What follows belongs to an exercise in optimizing a design on an open flow for small area and a short achievable clock period; a production flow would make more cautious choices. No functional check of the RTL was part of any run shown here.

==> flow/design.v, too long to show whole: its modules and the start of the top module <==
// module mas_radix_encoder: 25 lines
// module mas_radix_negn: 3 lines
// module mas_radix_two: 3 lines
// module mas_radix_neg: 3 lines
// module mas_radix_xnor: 3 lines
// module mas_radix_sel: 3 lines
// module mas_radix_adder: 10 lines
// module mas_radix_pfx_a: 3 lines
// module mas_radix_pfx_ap: 4 lines
// module mas_radix_pfx_o: 3 lines
// module mas_radix_pfx_op: 4 lines
// module mas_radix_inv: 3 lines
// module mas_radix_fa1: 4 lines
// module mas_radix_ha: 9 lines
// module mas_mul_radix_top: 2309 lines
module mas_mul_radix_top (
  input               clk,
  input               rstn,
  input        [31:0] in1,
  input        [31:0] in2,
  output logic [63:0] res
);
  // ...
==> flow/flow/run.sh <==
#!/bin/bash
# Own layout flow: the standard synthesis and layout, with the port
# buffers made from plain buffers (buffer_ports -buffer_cell) instead of the
# cell buffer_ports picks by itself.  Each tool's output goes to a log here.
set -euo pipefail
bash standard.sh synth > synth.log 2>&1
bash standard.sh "BUFFER_PORTS_ARGS=-buffer_cell sky130_fd_sc_hd__buf_2" finish > layout.log 2>&1
==> flow/standard.sh <==
#!/bin/bash
# synth_recipe.tcl (not shown) runs the flow's synth.tcl, then flattens the netlist and writes it again
# the make line also repeats each setting of config.mk as NAME=value (left out here)
make -C /OpenROAD-flow-scripts/flow DESIGN_CONFIG=/design/flow/config.mk WORK_HOME=/design/flow/orfs CLKGATE_MAP_FILE= SYNTH_SCRIPT=/design/flow/synth_recipe.tcl "${@:-finish}"
==> flow/config.mk <==
export PLATFORM = sky130hd
export DESIGN_NAME = mas_mul_radix_top
export DESIGN_NICKNAME = mas_mul_radix_top
export VERILOG_FILES = /design/flow/design.v
export SDC_FILE = /design/flow/constraint.sdc
export NUM_CORES = 4
export LEC_CHECK = 0
export CAP_MARGIN = 30
export CORE_MARGIN = 2
export CORE_UTILIZATION = 60
export SETUP_SLACK_MARGIN = 5
export SLEW_MARGIN = 50
export SYNTH_HIERARCHICAL = 1
export SYNTH_MINIMUM_KEEP_SIZE = 0
==> flow/constraint.sdc <==
create_clock -name core_clock -period 13.5 [get_ports {clk}]
set_input_delay 2.7000 -clock core_clock [delete_from_list [all_inputs] [get_ports {clk}]]
set_output_delay 2.7000 -clock core_clock [all_outputs]
set_load 0.01 [all_outputs]
==> results.txt, run 1 <==
- Status: finished clean
- Worst path slowest cell: fa_1
- Yosys top cell area share: 0.389
- Peak Freq: ~120 MHz
- Biggest Area Class: multi-input combinational cells
- Post-synth ARST share: 1.00
- Non-clk bufs: 205
- Fill count: 3184
- Crit path time final: between 8000 and 9000 ps
- Vias in the first global route: roughly 23000
- Dpl cell area: 26000 um^2
- Worst Slack Setup Final: between 5000 and 6000 ps
- Max_cap viols: 0
- RSZ-0062 raised after global routing: true
- Required @ worst endpoint: 13740 ps
- Grt total ovfl: 0
- Starting Density: 0.607
- Met1 Use GR: 0.573
- CTS Root Cell: clkbuf_16
- Nets: between 3000 and 4000
- EDFF count, synth: 0
- WP data arrival: between 8000 and 9000 ps
- Most flops, register: res
- Distinct cell type count of the synthesized netlist: 18
==> module mas_radix_encoder, before the edit <==
module mas_radix_encoder (
  input  [31:0] in1,
  input  [2:0]  in2,
  output        flag,
  output        flag_n,
  output [32:0] res
);
wire one_n = ~(in2[0] ^ in2[1]);
wire two_n = ~((in2[2] & ~in2[1] & ~in2[0]) | (~in2[2] & in2[1] & in2[0]));
assign flag = in2[2] & ~(in2[1] & in2[0]);
mas_radix_negn c3 (.b(in2), .y(flag_n));
wire [33:0] un;
wire s_n = ~in2[2];
assign un[0]  = s_n;
assign un[33] = s_n;
genvar j;
generate
  for (j = 0; j < 32; j = j + 1) begin : g_x
    mas_radix_xnor x (.a(in1[j]), .b(in2[2]), .y(un[j+1]));
  end
  for (j = 0; j < 33; j = j + 1) begin : g_s
    mas_radix_sel s (.one_n(one_n), .u1_n(un[j+1]), .two_n(two_n), .u2_n(un[j]), .y(res[j]));
  end
endgenerate
endmodule
==> inputs of run 2 (changes only) <==
--- a/flow/design.v
+++ b/flow/design.v
@@ -10,3 +10,3 @@
 assign flag = in2[2] & ~(in2[1] & in2[0]);
-mas_radix_negn c3 (.b(in2), .y(flag_n));
+mas_radix_inv c3 (.a(flag), .y(flag_n));
 wire [33:0] un;
==> results.txt, run 2 <==
- TritonCTS Sinks: 64
- Buf/Inv on CP: 4
- Detailed Place HPWL: 72.7 mm
- Vias in the first global route: 22275 (-2.3%)
- DR iter-0 viols: 2476
- Most common cell in the netlist: xnor2_1
- First-pass GRT wire length: 141 mm
- Die Wd: 204 um
- Syn Inst Count: 2290
- Mapped Avg Cell Area: 10.5 um^2
- TNS Setup: 0 ps
- Wire per inst: roughly 31 um
- Hold-fix buffers, CTS: 0
- Gp weighted congestion: 1.03
- Crit path max-delay family: adder cells
- Final Util: 0.678
- Seq cells post-synth: 64
- Most flops, register: res
- Final setup viols: 0
- Via density: between 7 and 8
- Nets: 3165 (-0.28%)
- Most area-consuming cells after synthesis: fa_1 39%, xnor2_1 20%, o22ai_1 14%, ha_1 6.8%, dfrtp_1 6.7%
- Max FFs per register: 64
- Max_cap viols: 0 (unchanged)
- Distinct cell type count of the synthesized netlist: 17 (-1)
- Crit path top cell by count: fa_1
- Clock transition at path regs: 60 ps
- Num rows: between 70 and 80
- Largest net degree at the start of global routing: 65
- Worst path slowest cell: fa_1
- Post-synth top cells: 554 x xnor2_1, 528 x o22ai_1, 469 x fa_1, 131 x ha_1, 114 x a21oi_2
- Starting Density: 0.606 (-0.00113)
- Crit path time final: 8480 ps (+27.3 ps)
- Worst slew pin tran: 784 ps
- Peak Freq: 118 MHz (-0.32%)
- CP endpoint kind: flop
- Worst Slack Setup Final: 5020 ps (-27.3 ps)
- Most frequent cells in the layout: 553 x xnor2_1, 524 x o22ai_1, 469 x fa_1, 128 x ha_1, 127 x a21oi_2
- Routed Antenna Nets: 0
- Synth area leader: fa_1
- Required @ worst endpoint: 13780 ps (+40 ps)
- CTS tree: yes
- Max stage delay on crit path: 580 ps
- H-tree depth: 3
- Met2 Wirelength: 40.0 mm
- CTS Root Cell: clkbuf_16
- Sequential fraction of the synthesis area: 0.0667
- Status: finished clean
- Die Ht: 204 um
- Commonest non-fill, non-tap cell in the layout: xnor2_1
- WL met1: 34.4 mm
- Biggest registers after layout: res x64
- Final std cells w/o fill: 3029
- Final hold viol count: 0
- CTS Buffer Depth: 2
- RSZ-0062 raised after global routing: true
- Setup CP Type: in -> reg
- Placed insts: 2999
- Pre-CTS setup slack: around 3600 ps
- All-Layer GR Usage: 0.463
- Final wirelength: 95.1 mm
- EDFF count, synth: 0 (unchanged)
- Critical Path Start: in2[9]
- Worst-path fanout max: 38
- Core Area: 39600 um^2
- Full die area: 41600 um^2
- Layout cells sized above 1: 0.190
- Detailed-route DRC error count: 0
- DR top layer: met5
- Via count: 21510
- Yosys top cell area share: 0.391 (+0.00162)
- CTS buffer count: 9
- Startpoint types: input pin
- Post-synth ARST share: 1.00 (unchanged)
- Layout area overhead: 11.9%
- Top FF cell, synth: dfrtp_1
- Netlist Area Pre-Place: roughly 24000 um^2
- WP data arrival: 8770 ps (+80 ps)
- Grt total ovfl: 0 (unchanged)
- WL met3: 14.3 mm
- CP Cell Sequence: buf_2 -> buf_12 -> ha_1 -> clkinvlp_4 -> buf_4 -> o22ai_1 -> fa_1 -> fa_1 -> fa_1 -> fa_1 -> fa_1 -> ha_1 -> nand2_1 -> nor2_2 -> nand2_1 -> nor2_2 -> nand2_1 -> o21ai_4 -> a21oi_2 -> xnor2_1
- First-pass DRT Iterations: 7
- Slew HR: 0.476
- Input/output buffers: 129
- Fin crit share: 0.628
- Yosys warning total: 7
- IO Pins: 130
- Number of diodes: 0
- Max Transition Viols Final: 0
- Worst Hold Class: in -> async
- Initial antenna violation count: 2
## run 2: path summary, 6_finish.rpt
| check | endpoint | cells past startpoint |
|---|---|---|
| hold / removal | res[50] | 2 |
| setup / recovery | res[47] | 20 |
| min in group core_clock | res[0] | 5 |
| max in group asynchronous | res[22] | 2 |
## run 2: layout make-up
| cell class | instances | area [um^2] |
|---|---|---|
| Clock buffer | 9 | 225 |
| Clock inverter | 7 | 72.6 |
| Fill cell | 3237 | 12800 |
| Inverter | 113 | 439 |
| Multi-Input combinational cell | 2113 | 22300 |
| Sequential cell | 64 | 1600 |
| Tap cell | 525 | 657 |
| Timing Repair Buffer | 198 | 1600 |
## run 2: repair_timing
action                                  CTS  global route
pin swaps                                 0             2
gates resized for setup                  62            70
gates cloned                              0             1
setup buffers                             4             9
endpoints found under the setup margin   40            32
## run 2: stage by stage
stage	instance area (um^2)	hold WS [ps]
finish	26900	2440
global route	26900	2480
CTS	26500	2450
global placement	25700	2920
floorplan	24100	2400
detailed placement	25900	2820
## run 2: cells by family (layout without fill, tap and decap cells)
group / count (synthesis) / count (layout) / synth area share
compound gates: 730 / 730 / 0.206
xor+xnor: 575 / 575 / 0.210
fa+ha+maj: 600 / 600 / 0.459
buf+inv: 116 / 327 / 0.0183
flops: 64 / 64 / 0.0667
other cells: 1 / 4 / 0.000156
simple gates: 204 / 204 / 0.0402
## run 2: metal layers
layer / global-route usage / vias to the layer above
met2: 0.669 / 1828
met3: 0.171 / 390
met1: 0.610 / 10596
li1: - / 8692
met5: 0 / -
met4: 0.241 / 4
## run 2: modules after synthesis (local to each module, per instance), excerpt
module / cells / copies in the design / cell area, um^2
mas_mul_radix_top: 163 / 1 / 2410
mas_radix_sel: 1 / 528 / 6.26
mas_radix_pfx_op: 2 / 52 / 12.5
mas_radix_fa1: 5 / 11 / 27.5
mas_radix_adder: 1 / 469 / 20.0
mas_radix_pfx_ap: 2 / 72 / 12.5
mas_radix_ha: 1 / 104 / 12.5

[afterwards: timing with drivers on the ports]
The results above use ideal ports. As a check the final layouts listed here were re-extracted and re-timed, cells and wires unchanged. Step 1: set_driving_cell puts a clkbuf_16 on clk and a buf_2 on each other input, an assumption about the parent block. Step 2, shift: input delay + t, output delay - t, t = (earliest + latest rising clock arrival at the registers) / 2. This alone moves slack from input paths to output paths. a / b / c = no drivers / after step 1 / after step 2; a / b = the first two.
| run | t, ns | setup WS [ns] | hold WS [ns] | clock arrival spread, ns | worst register clock-pin slew, ns |
|---|---|---|---|---|---|
| run 1 | 0.399 | 5.043 / 5.072 / 4.673 | 2.438 / 2.409 / 2.808 | 0.012 / 0.012 | 0.07 / 0.07 |
| run 2 | 0.406 | 5.016 / 5.035 / 4.629 | 2.437 / 2.408 / 2.814 | 0.016 / 0.016 | 0.06 / 0.06 |
After both steps every run listed still meets setup and hold. For run 2, which loses most, drivers alone change the setup slack by +0.019 ns; drivers and shift together by -0.387 ns.
